This design comes from an exercise in tuning for small area on the open sky130 flow, not from production work. In this exercise RTL edits were held to simulation tests only and were not proved equivalent to the original.

==> v23: inputs <==
==> flow/design.v (excerpt) <==
module ERM16_microprocessor (input logic init,clk,input logic [15:0] DI,output logic [15:0] ADDR_BUS,DO,output logic wrmem,ioe,intreq);
  logic we3, rst, hlt, wrpc, pcen, prefix, jump, ch, ret, wrflags, seladdr, flagbit;
  logic [1:0] spc_b;
  logic stwr;
  logic [4:0] func;
  logic [6:0]  q_ir;
  logic [8:0]  q_op;
  logic [15:0] RD1, RD2, a, b, imm, PC, A_ALU, B_ALU, y, WD3;
  logic bh;
  logic [2:0]  A1, A3;
  logic [5:0]  flags, flags_in;
  logic [12:0] rs;
  logic mdld;
  always_ff @(posedge clk) begin
    {q_ir, q_op[5:0]} <= mdld ? rs : {DI[15:9], DI[5:0]};
    q_op[8:6] <= DI[8:6];
  end
  assign imm = {{10{q_op[5]}}, q_op[5:0]};
  assign A1  = ret ? 3'b111 : q_op[8:6];
  assign A3  = ch  ? 3'b111 : q_op[8:6];
  always_comb begin
    WD3 = stwr ? DI : y;
  end
  logic md_e, mul_e, sh_e;
  logic [15:0] boh, bin;
  logic b16e, bz;
  assign md_e  = (func == 5'b00010) | (func == 5'b00011) | (func == 5'b00100) | (func[4:1] == 4'b0011);
  assign mul_e = (func == 5'b00010) | (func == 5'b00110);
  assign sh_e  = (func[4:1] == 4'b0011);
  always_comb
    for (int i = 0; i < 16; i++) boh[i] = (B_ALU[15:4] == 12'd0) && (B_ALU[3:0] == 4'(i));
  assign b16e = sh_e & (B_ALU == 16'd16);
  assign bin  = sh_e ? boh : B_ALU;
  logic v1, v2, m1, qs1, k1, a_stale, smul;
  logic [2:0] d1;
  logic [12:0] R;           
  logic [15:0] X;           
  logic [6:0]  rin0;
  logic [5:0]  abs;
  logic [15:10] qs;
  logic [3:0]  q3;
  logic [16:0] r3o;
  logic [15:0] mdres;
  assign smul = v1 ? m1 : mul_e;
  assign mdld = md_e | v1;
  assign R    = {q_ir, q_op[5:0]};
  assign rin0 = v1 ? R[6:0] : 7'd0;
  assign abs  = v1 ? X[15:10] : a[15:10];
  mdu_rows #(6, 11)  mdus(.rin(rin0), .abit(abs), .b(bin), .b16(1'b0), .mul(smul), .q(qs), .rout(rs));
  mdu_rows #(12, 15) mdu3(.rin(R), .abit(X[15:12]), .b(b), .b16(bh), .mul(m1), .q(q3), .rout(r3o));
  always_ff @(posedge clk) begin
    v1 <= md_e;
    v2 <= v1 & ~rst;
    if (md_e) begin
      m1 <= mul_e; qs1 <= (func == 5'b00011) | (func == 5'b00111); k1 <= sh_e; d1 <= A3;
    end
    X <= {v1 ? X[9:0] : a[9:0], qs};
    a_stale <= (A1 == d1);
  end
  assign bz = (b == 16'd0);
  assign mdres = qs1 ? ((k1 & bz) ? 16'd0 : {X[11:0], q3}) : r3o[15:0];
  logic fwd1, rf_we;
  logic [2:0] rf_wa;
  logic [15:0] rf_wd;
  assign fwd1  = v2 & (A1 == d1);
  assign rf_we = (we3 & ~md_e) | v2;
  ...
==> flow/config.mk <==
export PLATFORM = sky130hd
export DESIGN_NAME = ERM16_microprocessor
export DESIGN_NICKNAME = ERM16_microprocessor
export VERILOG_FILES = /design/flow/design.v
export SDC_FILE = /design/flow/constraint.sdc
export NUM_CORES = 4
export LEC_CHECK = 0
export ABC_AREA = 1
export CAP_MARGIN = 20
export CORE_MARGIN = 2
export CORE_UTILIZATION = 55
export CTS_BUF_LIST = sky130_fd_sc_hd__clkbuf_4
export CTS_CLUSTER_DIAMETER = 50
export CTS_CLUSTER_SIZE = 10
export PLACE_DENSITY = 0.7
export SLEW_MARGIN = 20
==> flow/constraint.sdc <==
create_clock -name core_clock -period 30.0 [get_ports {clk}]
set_input_delay 6.0000 -clock core_clock [delete_from_list [all_inputs] [get_ports {clk}]]
set_output_delay 6.0000 -clock core_clock [all_outputs]
set_load 0.01 [all_outputs]
standard.sh (not shown) runs the stock make flow with config.mk's settings and CLKGATE_MAP_FILE= SYNTH_SCRIPT=/design/flow/synth_recipe.tcl, a recipe that flattens the netlist after the stock synthesis.
==> flow/flow/run.sh <==
#!/bin/bash
# The standard layout (standard.sh, unchanged), with two settings passed to ORFS:
# - the input and output port buffers are made from the smallest buffer cell (every port
#   still gets its own buffer);
set -euo pipefail
export BUFFER_PORTS_ARGS="-buffer_cell sky130_fd_sc_hd__buf_1"
export CTS_ARGS="-sink_clustering_enable -repair_clock_nets -sink_clustering_size 10 -sink_clustering_max_diameter 50 -buf_list sky130_fd_sc_hd__clkbuf_4 -dont_use_dummy_load"
bash standard.sh > standard_flow.log 2>&1
==> v16: changes against v23 <==
--- a/flow/design.v
+++ b/flow/design.v
@@ -111,15 +111,15 @@
   end endgenerate
   assign rout = row[THI].r;
 endmodule
 module control_unit (
   input  logic [6:0] opcode, input logic clk, state_flag_bit, init,
   output logic wrmem, ioe, intreq, we3, rst, hlt, wrpc, pcen, prefix, jump, ch, ret, wrflags, seladdr,
-  output logic [2:0] jsel, output logic [4:0] func, output logic stwr,
+  output logic [2:0] jsel, output logic [4:0] func, output logic [1:0] stwr,
   output logic [1:0] spc_b);
-  localparam logic [4:0] ADD_OP=5'b00000, NOP_OP=5'b10000, CMP_OP=5'b01000, PASSB_OP=5'b11010;
+  localparam logic [4:0] ADD_OP=5'b00000, NOP_OP=5'b10000, CMP_OP=5'b01000;
   logic [5:0] c;
   logic e;
   logic [2:0] state;
   assign {c, e} = opcode;
   logic i_ldw, i_stw, i_mov, i_hlt, i_rst, i_int, i_in, i_out, i_ch, i_ret, i_cmp, i_j;
   logic c_mem, c_alu, c_jmp, c_jpos, c_jneg, c_def;
@@ -193,22 +193,22 @@
       else if ((s3 & i_hlt) | hlt)
         state <= 3'd7;
       else
         state <= state + 3'd1;
       if (s0) func <= NOP_OP;
       else if (s1) func <= ADD_OP;
-      else if (s3 & (c_mem | i_ret | c_jmp)) func <= NOP_OP;
-      else if (s3 & i_mov) func <= PASSB_OP;
+      else if (s3 & (c_mem | i_mov | i_ret | c_jmp)) func <= NOP_OP;
       else if (s3 & i_cmp) func <= CMP_OP;
       else if (s3 & c_alu) func <= alu_code;
       wrmem  <= s4 & i_stw;
       intreq <= s4 & i_int;
       if (s0) ioe <= 0; else if (s4 & (i_in | i_out)) ioe <= 1;
       if (s0) stwr <= 0;
-      else if (s3 & (i_mov | i_ch | c_alu)) stwr <= 0;
-      else if ((s4 & i_ldw) | (s5 & i_in)) stwr <= 1;
+      else if (s3 & i_mov) stwr <= e ? 2'd1 : 2'd2;
+      else if (s3 & (i_ch | c_alu)) stwr <= 0;
+      else if ((s4 & i_ldw) | (s5 & i_in)) stwr <= 2'd3;
       if (s0) we3 <= 0;
       else if ((s3 & (i_mov | c_alu)) | (s4 & (i_ldw | i_ch)) | (s5 & i_in)) we3 <= 1;
       if (s0) rst <= 0; else if (s3 & i_rst) rst <= 1;
       if (s0) wrpc <= 0;
       else if (s2) wrpc <= 1;
       else if (s3 & ~i_rst) wrpc <= 0;
@@ -218,41 +218,44 @@
       else if (s5 & i_ch) wrpc <= 1;
       if (s0) prefix <= 0; else if (s3 & (i_ch | c_jmp)) prefix <= e; else if (s3 & i_ret) prefix <= 0;
       if (s0) jump <= 0; else if (s3 & (i_ch | i_ret | c_jmp)) jump <= 1;
       if (s0) ch <= 0; else if (s3 & i_ch) ch <= 1; else if (s4 & i_ch) ch <= 0;
       if (s0) hlt <= 0; else if (s3 & i_hlt) hlt <= 1;
       if (s0) ret <= 0; else if (s3 & i_ret) ret <= 1;
-      if (s0) spc_b <= 0; else if (s1) spc_b <= 2; else if (s3 & (c_alu | i_mov)) spc_b <= {1'b0, e};
+      if (s0) spc_b <= 0; else if (s1) spc_b <= 2; else if (s3 & c_alu) spc_b <= {1'b0, e};
       if (s0) wrflags <= 0; else if (s3 & (i_cmp | c_alu)) wrflags <= 1;
       if (s0) jsel <= 0; else if (s3 & c_jmp) jsel <= jcode;
       if (s0) seladdr <= 0; else if (s3 & c_mem) seladdr <= 1; else if (s4 & i_ldw) seladdr <= 0;
     end
   end
 endmodule
 module ERM16_microprocessor (input logic init,clk,input logic [15:0] DI,output logic [15:0] ADDR_BUS,DO,output logic wrmem,ioe,intreq);
   logic we3, rst, hlt, wrpc, pcen, prefix, jump, ch, ret, wrflags, seladdr, flagbit;
   logic [1:0] spc_b;
-  logic stwr;
+  logic [1:0] stwr;
   logic [4:0] func;
   logic [6:0]  q_ir;
   logic [8:0]  q_op;
   logic [15:0] RD1, RD2, a, b, imm, PC, A_ALU, B_ALU, y, WD3;
   logic bh;
   logic [2:0]  A1, A3;
   logic [5:0]  flags, flags_in;
-  logic [12:0] rs;
-  logic mdld;
   always_ff @(posedge clk) begin
-    {q_ir, q_op[5:0]} <= mdld ? rs : {DI[15:9], DI[5:0]};
-    q_op[8:6] <= DI[8:6];
+    q_ir <= DI[15:9];
+    q_op <= DI[8:0];
   end
   assign imm = {{10{q_op[5]}}, q_op[5:0]};
   assign A1  = ret ? 3'b111 : q_op[8:6];
   assign A3  = ch  ? 3'b111 : q_op[8:6];
   always_comb begin
-    WD3 = stwr ? DI : y;
+    case (stwr)
+      2'd1:    WD3 = imm;
+      2'd2:    WD3 = b;
+      2'd3:    WD3 = DI;
+      default: WD3 = y;
+    endcase
   end
   logic md_e, mul_e, sh_e;
   logic [15:0] boh, bin;
   logic b16e, bz;
   assign md_e  = (func == 5'b00010) | (func == 5'b00011) | (func == 5'b00100) | (func[4:1] == 4'b0011);
   assign mul_e = (func == 5'b00010) | (func == 5'b00110);
@@ -265,28 +268,28 @@
   logic [2:0] d1;
   logic [12:0] R;           
   logic [15:0] X;           
   logic [6:0]  rin0;
   logic [5:0]  abs;
   logic [15:10] qs;
+  logic [12:0] rs;
   logic [3:0]  q3;
   logic [16:0] r3o;
   logic [15:0] mdres;
   assign smul = v1 ? m1 : mul_e;
-  assign mdld = md_e | v1;
-  assign R    = {q_ir, q_op[5:0]};
   assign rin0 = v1 ? R[6:0] : 7'd0;
   assign abs  = v1 ? X[15:10] : a[15:10];
   mdu_rows #(6, 11)  mdus(.rin(rin0), .abit(abs), .b(bin), .b16(1'b0), .mul(smul), .q(qs), .rout(rs));
   mdu_rows #(12, 15) mdu3(.rin(R), .abit(X[15:12]), .b(b), .b16(bh), .mul(m1), .q(q3), .rout(r3o));
   always_ff @(posedge clk) begin
     v1 <= md_e;
     v2 <= v1 & ~rst;
     if (md_e) begin
       m1 <= mul_e; qs1 <= (func == 5'b00011) | (func == 5'b00111); k1 <= sh_e; d1 <= A3;
     end
+    R <= rs;
     X <= {v1 ? X[9:0] : a[9:0], qs};
     a_stale <= (A1 == d1);
   end
   assign bz = (b == 16'd0);
   assign mdres = qs1 ? ((k1 & bz) ? 16'd0 : {X[11:0], q3}) : r3o[15:0];
   logic fwd1, rf_we;
==> flow/flow/run.sh (replaced) <==
#!/bin/bash
# The standard layout (standard.sh, unchanged), with the input and output port buffers
# made from the smallest buffer cell instead of the flow's default. Every port still gets
# its own buffer. All of make's output goes to standard_flow.log in this folder.
set -euo pipefail
export BUFFER_PORTS_ARGS="-buffer_cell sky130_fd_sc_hd__buf_1"
bash standard.sh > standard_flow.log 2>&1
==> flow/config.mk (replaced) <==
export PLATFORM = sky130hd
export DESIGN_NAME = ERM16_microprocessor
export DESIGN_NICKNAME = ERM16_microprocessor
export VERILOG_FILES = /design/flow/design.v
export SDC_FILE = /design/flow/constraint.sdc
export NUM_CORES = 4
export LEC_CHECK = 0
export ABC_AREA = 1
export CAP_MARGIN = 5
export CORE_MARGIN = 2
export CORE_UTILIZATION = 40
export CTS_BUF_LIST = sky130_fd_sc_hd__clkbuf_8
export CTS_CLUSTER_DIAMETER = 60
export CTS_CLUSTER_SIZE = 16
export SLEW_MARGIN = 5
==> summary.txt <==
quantity                                                                  v16              v23
Worst Path Required                                                  30.35 ns         30.48 ns
Sequential cell count                                                     301              287
Number of placement rows                                                   83               70
Clock Tree Root                                                      clkbuf_8         clkbuf_4
Tapcells inserted                                                         680              468
Proportion of cell area spent on the clock network                      3.14%            1.41%
Result of the run                                              finished clean   finished clean
Final clock period utilization by the worst path                        92.9%            92.0%
Met1 Routed Length                                                    36.0 mm          30.6 mm
GR met1 Demand/Resource                                                 43.3%            56.1%
Worst setup timing slack at the placement stage                       2.19 ns          2.73 ns
Number of buffers added by the clock tree synthesis step                   31               40
Non-CTS inverters                                                         358              385
Worst endpoint data arrival time                                     28.24 ns         28.10 ns
Antenna diode count                                                         1                4
Start point of the worst min-delay path                   DO[10]$_SDFFE_PP0N_  a[3]$_SDFF_PP0_
Hold Path Sink                                            DO[10]$_SDFFE_PP0N_     X[9]$_DFF_P_
Number of fill cells                                                     5253             3527
Overall die height                                                     232 µm           197 µm
Die X                                                                  232 µm           197 µm

==> static timing again, ports no longer ideal <==
In the flow no input, the clock included, has a driving cell. The finished layouts below were timed again as built, in two steps. Step 1, drivers: a clkbuf_16 drives clk and a buf_2 each remaining input, both assumed. Step 2 moves the port delays by t, midway between the first and last clock arrival at a register: inputs arrive t later, outputs are due t later. That takes back most of the time a late clock gives input paths. a / b / c = ideal ports / drivers / drivers and shift; a / b = the first two.
| run | shift t [ns] | setup slack, ns | worst setup path at the end | worst register clock-pin slew, ns | worst slew at a driven data input, ns |
|---|---|---|---|---|---|
| v23 | 0.826 | 2.386 / 2.386 / 2.386 | register to register | 0.12 / 0.12 | 0.04 |
| v16 | 0.711 | 2.117 / 2.117 / 2.117 | register to register | 0.11 / 0.11 | 0.06 |
After both steps every run listed still meets setup and hold.
